This design comes from an exercise in tuning for small area on the open sky130 flow, not from production work. Function was checked by simulation only, so behaviour that the tests miss may differ from the original. No activity file was given, so power comes from the tool's default toggle rates.

==> inputs of sierra <==
Design Top, start of the top module:
module Top(Rst, Clk, SW, Instr, LED);
input Rst, Clk;
input [2:0] SW;
input [31:0] Instr;
output reg [7:0] LED;
wire ZF, OF;
wire [31:0] tmp;
CPU x4(Rst, Clk, Instr, ZF, OF, tmp);
always @(*)
begin
	case (SW)
		3'b000: LED = tmp[7:0];
		3'b001: LED = tmp[15:8];
		3'b010: LED = tmp[23:16];
		3'b011: LED = tmp[31:24];
		3'b100: LED = {OF, ZF, 6'b000000};
		default: LED = 8'h00;
	endcase
end
endmodule
==> module ALU, before the edit <==
module ALU(A, B, OP, F, ZF, OF);
input [31:0] A, B;
input [2:0] OP;
output [31:0] F;
output ZF, OF;
wire sub = OP[0] | OP[1];                
wire [31:0] Bx = B ^ {32{sub}};
wire [31:0] P = A ^ Bx;
wire [31:0] G = A & Bx;
reg [31:0] g1, p1;
integer i, s;
always @(*)
begin
	g1 = G;
	p1 = P;
	g1[0] = G[0] | (P[0] & sub);
	for (s = 1; s < 32; s = s * 2)
		for (i = 2*s - 1; i < 32; i = i + 2*s) begin
			g1[i] = g1[i] | (p1[i] & g1[i-s]);
			p1[i] = p1[i] & p1[i-s];
		end
	for (s = 8; s >= 1; s = s / 2)
		for (i = 3*s - 1; i < 32; i = i + 2*s) begin
			g1[i] = g1[i] | (p1[i] & g1[i-s]);
			p1[i] = p1[i] & p1[i-s];
		end
end
wire [32:0] c = {g1, sub};
wire ltu = ~c[32];
wire [31:0] SH = (|A[31:5]) ? 32'b0 : (B << A[4:0]);
reg [3:0] tt;
always @(*)
	case (OP)
		3'b000: tt = 4'b1000;
		3'b001: tt = 4'b1110;
		3'b010: tt = 4'b0110;
		3'b011: tt = 4'b0001;
		3'b100: tt = 4'b0110;
		3'b101: tt = 4'b1001;
		default: tt = 4'b0000;
	endcase
wire o_sum = OP[2] & ~OP[1];
wire o_slt = OP[2] & OP[1] & ~OP[0];
wire [31:0] L;
genvar j;
generate for (j = 0; j < 32; j = j + 1) begin : b
	assign L[j] = tt[{A[j], B[j]}];
end endgenerate
assign F = (L ^ ({32{o_sum}} & c[31:0])) | SH & {32{OP[2] & OP[1] & OP[0]}} | {31'b0, o_slt & ltu};
assign OF = o_sum & (c[32] ^ c[31]);
assign ZF = ~|F;
endmodule
==> module Reg, before the edit <==
module Reg(RA, RB, WR, WA, WD, RDA, RDB, Clk, Reset);
input [4:0] RA, RB, WA;
input [31:0] WD;
input WR, Clk, Reset;
output [31:0] RDA, RDB;
reg [31:0] V;
wire [31:0] wsel = WR ? (32'b1 << WA) : 32'b0;
wire [31:0] asel = V & (32'b1 << RA);
wire [31:0] bsel = V & (32'b1 << RB);
always @(posedge Clk or posedge Reset)
	if (Reset)
		V <= 32'b0;
	else
		V <= V | wsel;
genvar i;
wire [31:0] ta [0:32];
wire [31:0] tb [0:32];
assign ta[0] = 32'b0;
assign tb[0] = 32'b0;
generate
	for (i = 0; i < 32; i = i + 1) begin : r
		reg [31:0] d;
		always @(posedge Clk)
			if (wsel[i])
				d <= WD;
		assign ta[i+1] = ta[i] | ({32{asel[i]}} & d);
		assign tb[i+1] = tb[i] | ({32{bsel[i]}} & d);
	end
endgenerate
assign RDA = ta[32];
assign RDB = tb[32];
endmodule
==> module qzl, before the edit <==
module qzl(Clk, Instr, rs, rt, rd, func);
input Clk;
input [31:0] Instr;
output [4:0] rs, rt, rd;
output [5:0] func;
reg [31:0] Incode;
always @(posedge Clk)
	Incode <= Instr;
assign rs = Incode[25:21];
assign rt = Incode[20:16];
assign rd = Incode[15:11];
assign func = Incode[5:0];
endmodule
==> module CPU, before the edit <==
module CPU(Rst, Clk, Instr, ZF, OF, alu_out);
output ZF, OF;
output [31:0] alu_out;
input Rst, Clk;
input [31:0] Instr;
wire [5:0] func;
wire [4:0] rd, rs, rt;
reg [2:0] alu_op;
reg write;
wire [31:0] outa, outb;
qzl x1(Clk, Instr, rs, rt, rd, func);
always @(*)
begin
	write = 1'b1;
	case (func)
		6'b100000: alu_op = 3'b100;
		6'b100010: alu_op = 3'b101;
		6'b100100: alu_op = 3'b000;
		6'b100101: alu_op = 3'b001;
		6'b100110: alu_op = 3'b010;
		6'b100111: alu_op = 3'b011;
		6'b101011: alu_op = 3'b110;
		6'b000100: alu_op = 3'b111;
		default:
		begin
			alu_op = 3'b000;
			write = 1'b0;
		end
	endcase
end
Reg x2(rs, rt, write, rd, alu_out, outa, outb, Clk, Rst);
ALU x3(outa, outb, alu_op, alu_out, ZF, OF);
endmodule
==> module Top, before the edit <==
module Top(Rst, Clk, SW, Instr, LED);
input Rst, Clk;
input [2:0] SW;
input [31:0] Instr;
output reg [7:0] LED;
wire ZF, OF;
wire [31:0] tmp;
CPU x4(Rst, Clk, Instr, ZF, OF, tmp);
always @(*)
begin
	case (SW)
		3'b000: LED = tmp[7:0];
		3'b001: LED = tmp[15:8];
		3'b010: LED = tmp[23:16];
		3'b011: LED = tmp[31:24];
		3'b100: LED = {OF, ZF, 6'b000000};
		default: LED = 8'h00;
	endcase
end
endmodule
Settings: LEC_CHECK=0, CAP_MARGIN=20, CORE_MARGIN=2, CORE_UTILIZATION=50, CTS_BUF_LIST=sky130_fd_sc_hd__clkbuf_8, PLACE_DENSITY=0.6, SETUP_SLACK_MARGIN=0.3, SLEW_MARGIN=20; clock period 14.0 ns.
standard.sh (not shown) runs the stock make flow with config.mk's settings and CLKGATE_MAP_FILE= SYNTH_SCRIPT=/design/flow/synth_recipe.tcl, a recipe that flattens the netlist after the stock synthesis.
==> flow/flow/run.sh <==
#!/bin/bash
# Standard ORFS layout, except that synthesis maps with an area-oriented ABC
# script (flow/abc_area.script) in place of ORFS's delay-oriented one. The
# rest of the ORFS scripts are used unchanged from a private copy.
set -euo pipefail
cd "$(dirname "$0")/.."
rm -rf scripts_own
cp -r "$FLOW_HOME/scripts" scripts_own
cp flow/abc_area.script scripts_own/abc_speed.script
bash standard.sh SCRIPTS_DIR="$PWD/scripts_own" finish > own_flow.log 2>&1
==> flow/flow/abc_area.script <==
&get -n
&st
&dch -f
&nf -R 1000
&put
==> violet: changes against sierra <==
==> flow/design.v (replaced) <==
`timescale 1ns / 1ps
module ALU(A, B, OP, F, ZF, OF);
input [31:0] A, B;
input [2:0] OP;
output reg [31:0] F;
output reg ZF, OF;
always @(*)
begin
	case(OP)
		3'b000:
		begin
			F = A & B;
			OF = 0;
		end
		3'b001:
		begin
			F = A | B;
			OF = 0;
		end
		3'b010:
		begin
			F = A ^ B;
			OF = 0;
		end
		3'b011:
		begin
			F = ~(A | B);
			OF = 0;
		end
		3'b100:
		begin
			F = A + B;
			OF = (A[31] == B[31]) && (F[31] != A[31]);
		end
		3'b101:
		begin
			F = A - B;
			OF = (A[31] != B[31]) && (F[31] != A[31]);
		end
		3'b110:
		begin
			if (A < B)
			begin
				F = 32'b00000000000000000000000000000001;
			end
			else
			begin
				F = 32'b00000000000000000000000000000000; 
			end
			OF = 0;
		end
		default:
		begin
			F = B << A;
			OF = 0;
		end
	endcase
	ZF = (F == 32'b0);
end
endmodule
`timescale 1ns / 1ps
module Reg(RA,RB,WR,WA,WD,RDA,RDB,Clk,Reset);
input [4:0] RA,RB,WA;
input [31:0] WD;
input WR,Clk,Reset;
output reg [31:0] RDA, RDB;
reg [31:0] REG[0:31];
reg [5:0] i;
always @ (posedge Clk or posedge Reset)
begin
	if(Reset)
		for(i=0;i<32;i=i+1)
			REG[i] <= 0;
	else
	begin
		if(WR)
			REG[WA] <= WD;
	end
end 
always @(*)
	begin
		RDA = REG[RA];
		RDB = REG[RB];
	end
endmodule
`timescale 1ns / 1ps
module qzl(Rst, Clk, Instr, op, rs, rt, rd, func);
input Rst,Clk;
input [31:0] Instr;
reg [31:0] Incode;
output reg [5:0] op,func;
output reg [4:0] rs,rt,rd;
always @(posedge Clk)
	Incode <= Instr;
always @(Incode)
begin
	op = Incode[31:26];
	rs = Incode[25:21];
	rt = Incode[20:16];
	rd = Incode[15:11];
	func = Incode[5:0];
end
endmodule
`timescale 1ns / 1ps
module CPU(Rst, Clk, Instr, ZF, OF, alu_out);
output ZF, OF;
output [31:0] alu_out;
input Rst, Clk;
input [31:0] Instr;
wire [5:0] op,func;
wire [4:0] rd,rs,rt;
reg [2:0] alu_op;
reg write;
wire [31:0]outa, outb, alu_out;
qzl x1(Rst, Clk, Instr, op, rs, rt, rd, func);
always @(func, write)
begin
		write = 1;
	case(func)
		6'b100000:
		alu_op = 3'b100;
		6'b100010:
		alu_op = 3'b101;
		6'b100100:
		alu_op = 3'b000;
		6'b100101:
		alu_op = 3'b001;
		6'b100110:
		alu_op = 3'b010;
		6'b100111:
		alu_op = 3'b011;
		6'b101011:
		alu_op = 3'b110;
		6'b000100:
		alu_op = 3'b111;
		default:
		begin
			alu_op = 000;
			write = 0;
		end
	endcase
end
Reg x2(rs, rt, write, rd, alu_out, outa, outb, Clk, Rst);
ALU x3(outa, outb, alu_op, alu_out, ZF, OF);
endmodule
`timescale 1ns / 1ps
module Top(Rst, Clk, SW, Instr, LED);
input Rst, Clk;
input [2:0] SW;
input [31:0] Instr;
output reg [7:0] LED;
wire ZF, OF;
wire [31:0] tmp;
CPU x4(Rst, Clk, Instr, ZF, OF, tmp);
always @(SW, tmp, ZF, OF)
begin
	case(SW)
		3'b000:
			LED = tmp[7:0];
		3'b001:
			LED = tmp[15:8];
		3'b010:
			LED = tmp[23:16];
		3'b011:
			LED = tmp[31:24];
		3'b100:
		begin
			LED[5:0] = 0;
			LED[6] = ZF;
			LED[7] = OF;
		end
		default:
			LED = 0;
	endcase
end
endmodule
==> flow/run.sh (new file) <==
#!/bin/bash
# synth_recipe.tcl (not shown) runs the flow's synth.tcl, then flattens the netlist and writes it again
# the make line also repeats each setting of config.mk as NAME=value (left out here)
make -C /OpenROAD-flow-scripts/flow DESIGN_CONFIG=/design/flow/config.mk WORK_HOME=/design/flow/orfs CLKGATE_MAP_FILE= SYNTH_SCRIPT=/design/flow/synth_recipe.tcl finish
- CORE_UTILIZATION: 50 -> 30
- CTS_BUF_LIST: sky130_fd_sc_hd__clkbuf_8 -> not set
- PLACE_DENSITY: 0.6 -> 0.45
removed: flow/flow/run.sh
removed: flow/flow/abc_area.script
removed: flow/standard.sh
==> qor summary <==
Outcome: violet complete, no violations; sierra complete, no violations
Mux share of post-synthesis cell area: violet 2.651%; sierra 2.082%
Startpoint of the worst hold path: violet x4.x2.REG[1][0]$_DFFE_PP0P_; sierra x4.x2.V[13]$_DFF_PP0_
Most frequent cell after synthesis: violet sky130_fd_sc_hd__dfrtp_1; sierra sky130_fd_sc_hd__edfxtp_1
Proportion of cell area occupied by multi-input gates: violet 46.76%; sierra 29.00%
Fraction of power spent switching nets: violet 32.56%; sierra 29.12%
Mapped Nets: violet 7356; sierra 3211
Starting utilization of the core area: violet 30.15%; sierra 50.60%
Global Route met2 Usage: violet 49.26%; sierra 54.74%
Share of the synthesized area in compound gates (AO/OA/AOI/OAI): violet 20.75%; sierra 20.26%
Top flip-flop cell by instance count after synthesis: violet sky130_fd_sc_hd__dfrtp_1; sierra sky130_fd_sc_hd__edfxtp_1
Number of antenna violations at the first check in global routing: violet 43; sierra 4
Detailed Route Iter0 Violations: violet 10310; sierra 6586
Chip width: violet 454.5 um; sierra 311.8 um
Post-synth EDFFs: violet 0; sierra 1024
Transition time at the pin with the least slew margin: violet 1311 ps; sierra 1111 ps
Dpl ws: violet 2236 ps; sierra 607.6 ps
Area of the multi-input gates: violet 32180 sq um; sierra 15870 sq um

-- afterwards: timing with drivers on the ports --
The results above use ideal ports. As a check the final layouts listed here were re-extracted and re-timed, cells and wires unchanged. Step 1 (the two cells are an assumption about what drives the block):
set clk [get_ports {Clk}]
set_driving_cell -lib_cell sky130_fd_sc_hd__clkbuf_16 $clk
set_driving_cell -lib_cell sky130_fd_sc_hd__buf_2 [delete_from_list [all_inputs] $clk]
Step 2, shift: input delay + t, output delay - t, t = (earliest + latest rising clock arrival at the registers) / 2. This alone moves slack from input paths to output paths. Three values: ideal ports, drivers, drivers and shift; two values: the first two.
run	shift t [ns]	setup slack, ns	clock arrival spread, ns	worst data-port slew with drivers (ns)
sierra	0.905	0.908 / 0.846 / 1.751	0.051 / 0.051	0.06
violet	0.872	0.951 / 0.862 / 1.734	0.090 / 0.090	0.07
After both steps setup and hold are still met in every run listed.
